Background: an optimization exercise with open tools, aiming at small area. Do not read the settings as production practice.
The RTL was checked by simulation tests, not by an equivalence proof against the original design.
The flow treats the clock pin as an ideal source, which a real chip does not have.
No activity file was given, so power comes from the tool's default toggle rates.

## before
==> flow/design.v <==
`timescale 1ns / 1ps
module debounce(
    input [4:0] pb,
    input clk,
    input reset,
    input en,
    output any_out,
    output [4:0] sample
    );
    reg [4:0] q0;
    reg r1;
    reg r2;
    always @(posedge clk) begin
        if (reset) begin
            q0 <= 0;
            r1 <= 0;
            r2 <= 0;
        end
        else if (en) begin
            q0 <= pb;
            r1 <= |(pb & ~q0);
            r2 <= r1;
        end
    end
    assign any_out = r2;
    assign sample = q0;
endmodule
`timescale 1ns / 1ps
module simon(
    input clk,
    input reset,
    input [4:0] buttons,
    output reg[3:0] led,
    output reg[5:0] state_led,
    output reg [6:0] out,
    output reg [3:0] anod
    );
    localparam [3:0] S_IDLE0  = 4'd0,    
                     S_IDLE1  = 4'd1,    
                     S_IDLEGO = 4'd2,    
                     S_ROFF   = 4'd4,    
                     S_IN1    = 4'd5,    
                     S_INE    = 4'd6,    
                     S_INO    = 4'd7,    
                     S_CHK    = 4'd8,    
                     S_GO1    = 4'd9,    
                     S_GO     = 4'd10,   
                     S_LEDD   = 4'd11,   
                     S_LEDS   = 4'd12;   
    reg [3:0] S;
    reg [4:0] j;
    reg [4:0] hi;
    always @(posedge clk) begin
        if (reset) begin
            j <= 5'd15;
            hi <= 0;
        end
        else begin
            j <= j + 1'b1;
            if (j == 5'd14)
                hi <= hi + 1'b1;
        end
    end
    wire tick = (j == 5'd31);
    wire db_en = (j[1:0] == 2'd2);
    wire [1:0] rnd_src = {j[1] ^ j[0], ~j[0]};
    wire r_any;
    wire [4:0] sample;
    debounce db(buttons, clk, reset, db_en, r_any, sample);
    wire isPressed = (sample == 5'b10000);
    reg r_any_q;
    reg buttons_any_q;
    reg [1:0] rnd;
    always @(posedge clk) begin
        r_any_q <= r_any;
        buttons_any_q <= ~reset & (|buttons);
        if ((|buttons) & ~buttons_any_q)
            rnd <= rnd_src;
    end
    wire r_rise = r_any & ~r_any_q;
    wire is_start = (buttons == 5'b10000);
    wire dir_ok = (buttons == 5'b00001) | (buttons == 5'b00010) |
                  (buttons == 5'b00100) | (buttons == 5'b01000);
    wire [1:0] benc = {buttons[2] | buttons[3], buttons[1] | buttons[3]};
    reg [4:0] W;        
    reg f32;            
    reg [4:0] P;        
    reg [4:0] ui;       
    reg [1:0] color;    
    reg [1:0] cur;      
    reg pend;
    wire mm = cur[0];   
    wire vf = cur[1];   
    reg v0;             
    reg [1:0] g0c;      
    reg x1;             
    reg [63:0] mr;
    reg [31:0] br;
    wire inS = (S == S_IN1) | (S == S_INE) | (S == S_INO);
    wire goS = (S == S_GO1) | (S == S_GO);
    wire req = r_rise & inS;
    wire wreq = req & dir_ok;
    wire pass = (j[2:0] == ui[2:0]);
    wire exec = (pend | wreq) & pass;
    wire [1:0] wcol = pend ? color : benc;
    wire upd = (req & ~dir_ok) | exec;
    wire goclr = r_rise & goS & is_start;
    wire [1:0] wpt = ui[4:3] - j[4:3];    
    wire eqP = (j == P);
    wire [1:0] mhead = mr[1:0];
    wire mwe = (S == S_ROFF) & eqP;
    wire [1:0] min = mwe ? color : mhead;
    reg [1:0] m_at;
    always @(*) begin
        case (wpt)
            2'd0: m_at = mr[1:0];
            2'd1: m_at = mr[17:16];
            2'd2: m_at = mr[33:32];
            default: m_at = mr[49:48];
        endcase
    end
    wire wdiff = (wcol != m_at);
    wire w0 = (W == 5'd0);
    wire b_new = ~w0 | ~v0 | (g0c != color);
    wire b_tail = (exec && wpt == 2'd0) ? wdiff : (mwe ? b_new : br[0]);
    wire b_8  = (exec && wpt == 2'd1) ? wdiff : br[8];
    wire b_16 = (exec && wpt == 2'd2) ? wdiff : br[16];
    wire b_24 = (exec && wpt == 2'd3) ? wdiff : br[24];
    wire mis = vf & b_tail;
    wire fin = mm | mis | (w0 & x1);
    wire last = (P == W);
    wire [4:0] P1 = P + 1'b1;
    always @(posedge clk) begin
        mr <= {min, mr[63:2]};
        br <= {b_tail, br[31:25], b_24, br[23:17], b_16, br[15:9], b_8, br[7:1]};
        if (tick)
            cur <= 2'b10;
        else if (S == S_CHK)
            cur <= {vf & ~eqP, mm | mis};
        else if (eqP)
            cur <= mr[1:0];
    end
    always @(posedge clk) begin
        if (reset) begin
            pend <= 0;
            ui <= 0;
            v0 <= 0;
            x1 <= 0;
        end
        else begin
            pend <= (pend | wreq) & ~pass;
            if (goclr)
                ui <= 0;
            else if (upd)
                ui <= (ui >= W) ? 5'd0 : ui + 1'b1;
            if (goclr) begin
                v0 <= 0;
                x1 <= 0;
            end
            else if (exec) begin
                if (ui == 5'd0)
                    v0 <= 1;
                else
                    x1 <= 1;
            end
        end
        if (exec && ui == 5'd0)
            g0c <= wcol;
    end
    always @(posedge clk) begin
        if (reset) begin
            S <= S_IDLE0;
            W <= 0;
            P <= 0;
            f32 <= 0;
        end
        else begin
            if (inS || S == S_CHK)
                color <= wcol;
            if (tick) begin
                case (S)
                    S_IDLE1, S_IDLEGO: begin
                        color <= rnd;
                        S <= S_ROFF;
                    end
                    S_ROFF: begin
                        P <= 0;
                        S <= S_IN1;
                    end
                    S_IN1, S_INE: S <= S_INO;
                    S_INO: begin
                        if (last)
                            S <= S_CHK;
                        else begin
                            P <= P1;
                            S <= S_INE;
                        end
                    end
                    S_CHK: begin
                        P <= 0;
                        if (fin) begin
                            W <= 0;
                            f32 <= 0;
                            S <= S_GO1;
                        end
                        else begin
                            W <= W + 1'b1;
                            f32 <= (W == 5'd31);
                            S <= (W == 5'd31) ? S_GO1 : S_LEDD;
                        end
                    end
                    S_GO1, S_GO: S <= isPressed ? S_IDLEGO : S_GO;
                    S_LEDD: begin
                        if (last) begin
                            color <= rnd;
                            S <= S_ROFF;
                        end
                        else begin
                            color <= cur;
                            P <= P1;
                            S <= S_LEDS;
                        end
                    end
                    S_LEDS: begin
                        if (last || cur == color)
                            S <= S_LEDD;
                        else begin
                            color <= cur;
                            P <= P1;
                        end
                    end
                    default: ;
                endcase
            end
            if (S == S_IDLE0 && r_rise && is_start)
                S <= S_IDLE1;
        end
    end
    wire led_on = (S == S_ROFF) | (S == S_LEDS);
    always @(*) begin
        led = {led_on & (color == 2'd0), led_on & (color == 2'd1),
               led_on & (color == 2'd2), led_on & (color == 2'd3)};
        state_led = {1'b0,
                     (S == S_IDLEGO) | (S == S_GO),
                     (S == S_GO1) | (S == S_LEDD) | (S == S_LEDS),
                     (S == S_INE) | (S == S_INO) | (S == S_CHK),
                     (S == S_IN1),
                     (S == S_ROFF)};
    end
    wire [4:0] w_ones = W % 5'd10;
    wire [4:0] w_tens = W / 5'd10;
    reg [3:0] led_bcd;
    always @(*) begin
        case (hi[4:3])
            2'b00: begin anod = 4'b1110; led_bcd = f32 ? 4'd2 : w_ones[3:0]; end
            2'b01: begin anod = 4'b1101; led_bcd = f32 ? 4'd3 : {2'b00, w_tens[1:0]}; end
            2'b10: begin anod = 4'b1011; led_bcd = 4'd0; end
            default: begin anod = 4'b0111; led_bcd = 4'd0; end
        endcase
    end
    always @(*) begin
        case (led_bcd)
            4'd0: out = 7'b0000001;
            4'd1: out = 7'b1001111;
            4'd2: out = 7'b0010010;
            4'd3: out = 7'b0000110;
            4'd4: out = 7'b1001100;
            4'd5: out = 7'b0100100;
            4'd6: out = 7'b0100000;
            4'd7: out = 7'b0001111;
            4'd8: out = 7'b0000000;
            4'd9: out = 7'b0000100;
            default: out = 7'b0000001;
        endcase
    end
endmodule
Settings: LEC_CHECK=0, ABC_AREA=1, CAP_MARGIN=20, CORE_MARGIN=2, CORE_UTILIZATION=40, PLACE_DENSITY=0.6, SLEW_MARGIN=20; clock period 12.0 ns.
standard.sh (not shown) runs the stock make flow with config.mk's settings and CLKGATE_MAP_FILE= SYNTH_SCRIPT=/design/flow/synth_recipe.tcl, a recipe that flattens the netlist after the stock synthesis.
==> flow/flow/run.sh <==
#!/bin/bash
# The standard layout (standard.sh) with these changes:
#  - synthesis: synth_recipe.tcl, except that the combinational logic (adders and
#    comparators included) is mapped by ABC with flow/area.abc (area-oriented); registers
#    are mapped as before;
#  - ports are buffered with the smallest buffer (buf_1);
#  - clock tree: clkbuf_4 buffers, no dummy loads; then (flow/post_cts.tcl) the
#    buffers whose output slew is over 125 ps become clkbuf_8.
# make's output goes to standard.log; each ORFS step logs under orfs/logs/.
set -euo pipefail
W=$(pwd)
sed "s#SYNTH_SCRIPT=[^ ]*#SYNTH_SCRIPT=$W/flow/synth_wrap.tcl#" standard.sh > my_standard.sh
export MY_ABC_SCRIPT=$W/flow/area.abc
export FLOW_SYNTH_TCL=$W/synth_recipe.tcl
export BUFFER_PORTS_ARGS="-buffer_cell sky130_fd_sc_hd__buf_1"
export CTS_ARGS="-sink_clustering_enable -repair_clock_nets -dont_use_dummy_load -buf_list sky130_fd_sc_hd__clkbuf_4"
export FLOW_DIR_OWN=$W/flow
export POST_CTS_TCL=$W/flow/post_cts.tcl
bash my_standard.sh > standard.log 2>&1
Other scripts of this flow, unchanged in this note and not shown: flow/flow/area.abc, flow/flow/post_cts.tcl, flow/flow/synth_wrap.tcl, flow/flow/upsize_clk.tcl
diff inputs: before => after
--- a/flow/design.v
+++ b/flow/design.v
@@ -104,13 +104,13 @@
     wire exec = (pend | wreq) & pass;
     wire [1:0] wcol = pend ? color : benc;
     wire upd = (req & ~dir_ok) | exec;
     wire goclr = r_rise & goS & is_start;
     wire [1:0] wpt = ui[4:3] - j[4:3];    
-    wire eqP = (j == P);
+    wire eqW = (j == W);
     wire [1:0] mhead = mr[1:0];
-    wire mwe = (S == S_ROFF) & eqP;
+    wire mwe = (S == S_ROFF) & eqW;
     wire [1:0] min = mwe ? color : mhead;
     reg [1:0] m_at;
     always @(*) begin
         case (wpt)
             2'd0: m_at = mr[1:0];
@@ -134,12 +134,12 @@
         mr <= {min, mr[63:2]};
         br <= {b_tail, br[31:25], b_24, br[23:17], b_16, br[15:9], b_8, br[7:1]};
         if (tick)
             cur <= 2'b10;
         else if (S == S_CHK)
-            cur <= {vf & ~eqP, mm | mis};
-        else if (eqP)
+            cur <= {vf & ~eqW, mm | mis};
+        else if (j == P)
             cur <= mr[1:0];
     end
     always @(posedge clk) begin
         if (reset) begin
             pend <= 0;
@@ -181,25 +181,23 @@
                 case (S)
                     S_IDLE1, S_IDLEGO: begin
                         color <= rnd;
                         S <= S_ROFF;
                     end
-                    S_ROFF: begin
-                        P <= 0;
-                        S <= S_IN1;
-                    end
+                    S_ROFF: S <= S_IN1;
                     S_IN1, S_INE: S <= S_INO;
                     S_INO: begin
-                        if (last)
+                        if (last) begin
+                            P <= 0;
                             S <= S_CHK;
+                        end
                         else begin
                             P <= P1;
                             S <= S_INE;
                         end
                     end
                     S_CHK: begin
-                        P <= 0;
                         if (fin) begin
                             W <= 0;
                             f32 <= 0;
                             S <= S_GO1;
                         end
@@ -211,10 +209,11 @@
                     end
                     S_GO1, S_GO: S <= isPressed ? S_IDLEGO : S_GO;
                     S_LEDD: begin
                         if (last) begin
                             color <= rnd;
+                            P <= 0;
                             S <= S_ROFF;
                         end
                         else begin
                             color <= cur;
                             P <= P1;
Findings:
- Compared with before, after improves power consumption.
- Pin slew with the least headroom to its limit in after vs before: up 0.061 ns
- Compared with before, after shows routed metal-1 wire length higher by 1.0%.
- Between before and after, the flow reports gate count after technology mapping decreasing slightly.
- Count of TritonRoute iterations in the first routing pass across after and before: no real change.
- after ends up with a die area that is about 0.45% higher than in before.
- On after: post-route clock period utilization is 1.4 points higher than what before gave.
- On after: post-layout instance area is 0.39% higher than what before gave.

## port drivers added, routing unchanged
Ports are ideal in the flow. The routed layouts listed here were re-timed in OpenROAD.
Step 1: set_driving_cell puts a clkbuf_16 on clk and a buf_2 on each other input, an assumption about the parent block.
Step 2 times the ports against the registers' clock, not the clock port: input delays grow and output delays shrink by t, the midpoint of the rising clock arrivals with the driver on.
Slacks: ideal / step 1 / step 2; pairs: ideal / step 1.
run | shift t [ns] | slack for setup (ns) | worst hold slack (ns) | worst register clock-pin slew, ns | worst data-port slew with drivers (ns)
before | 0.420 | 6.695 / 6.663 / 6.961 | 0.303 / 0.303 / 0.303 | 0.12 / 0.12 | 0.03
after | 0.425 | 6.529 / 6.495 / 6.783 | 0.302 / 0.302 / 0.302 | 0.11 / 0.11 | 0.03
After both steps setup and hold are still met in every run listed.
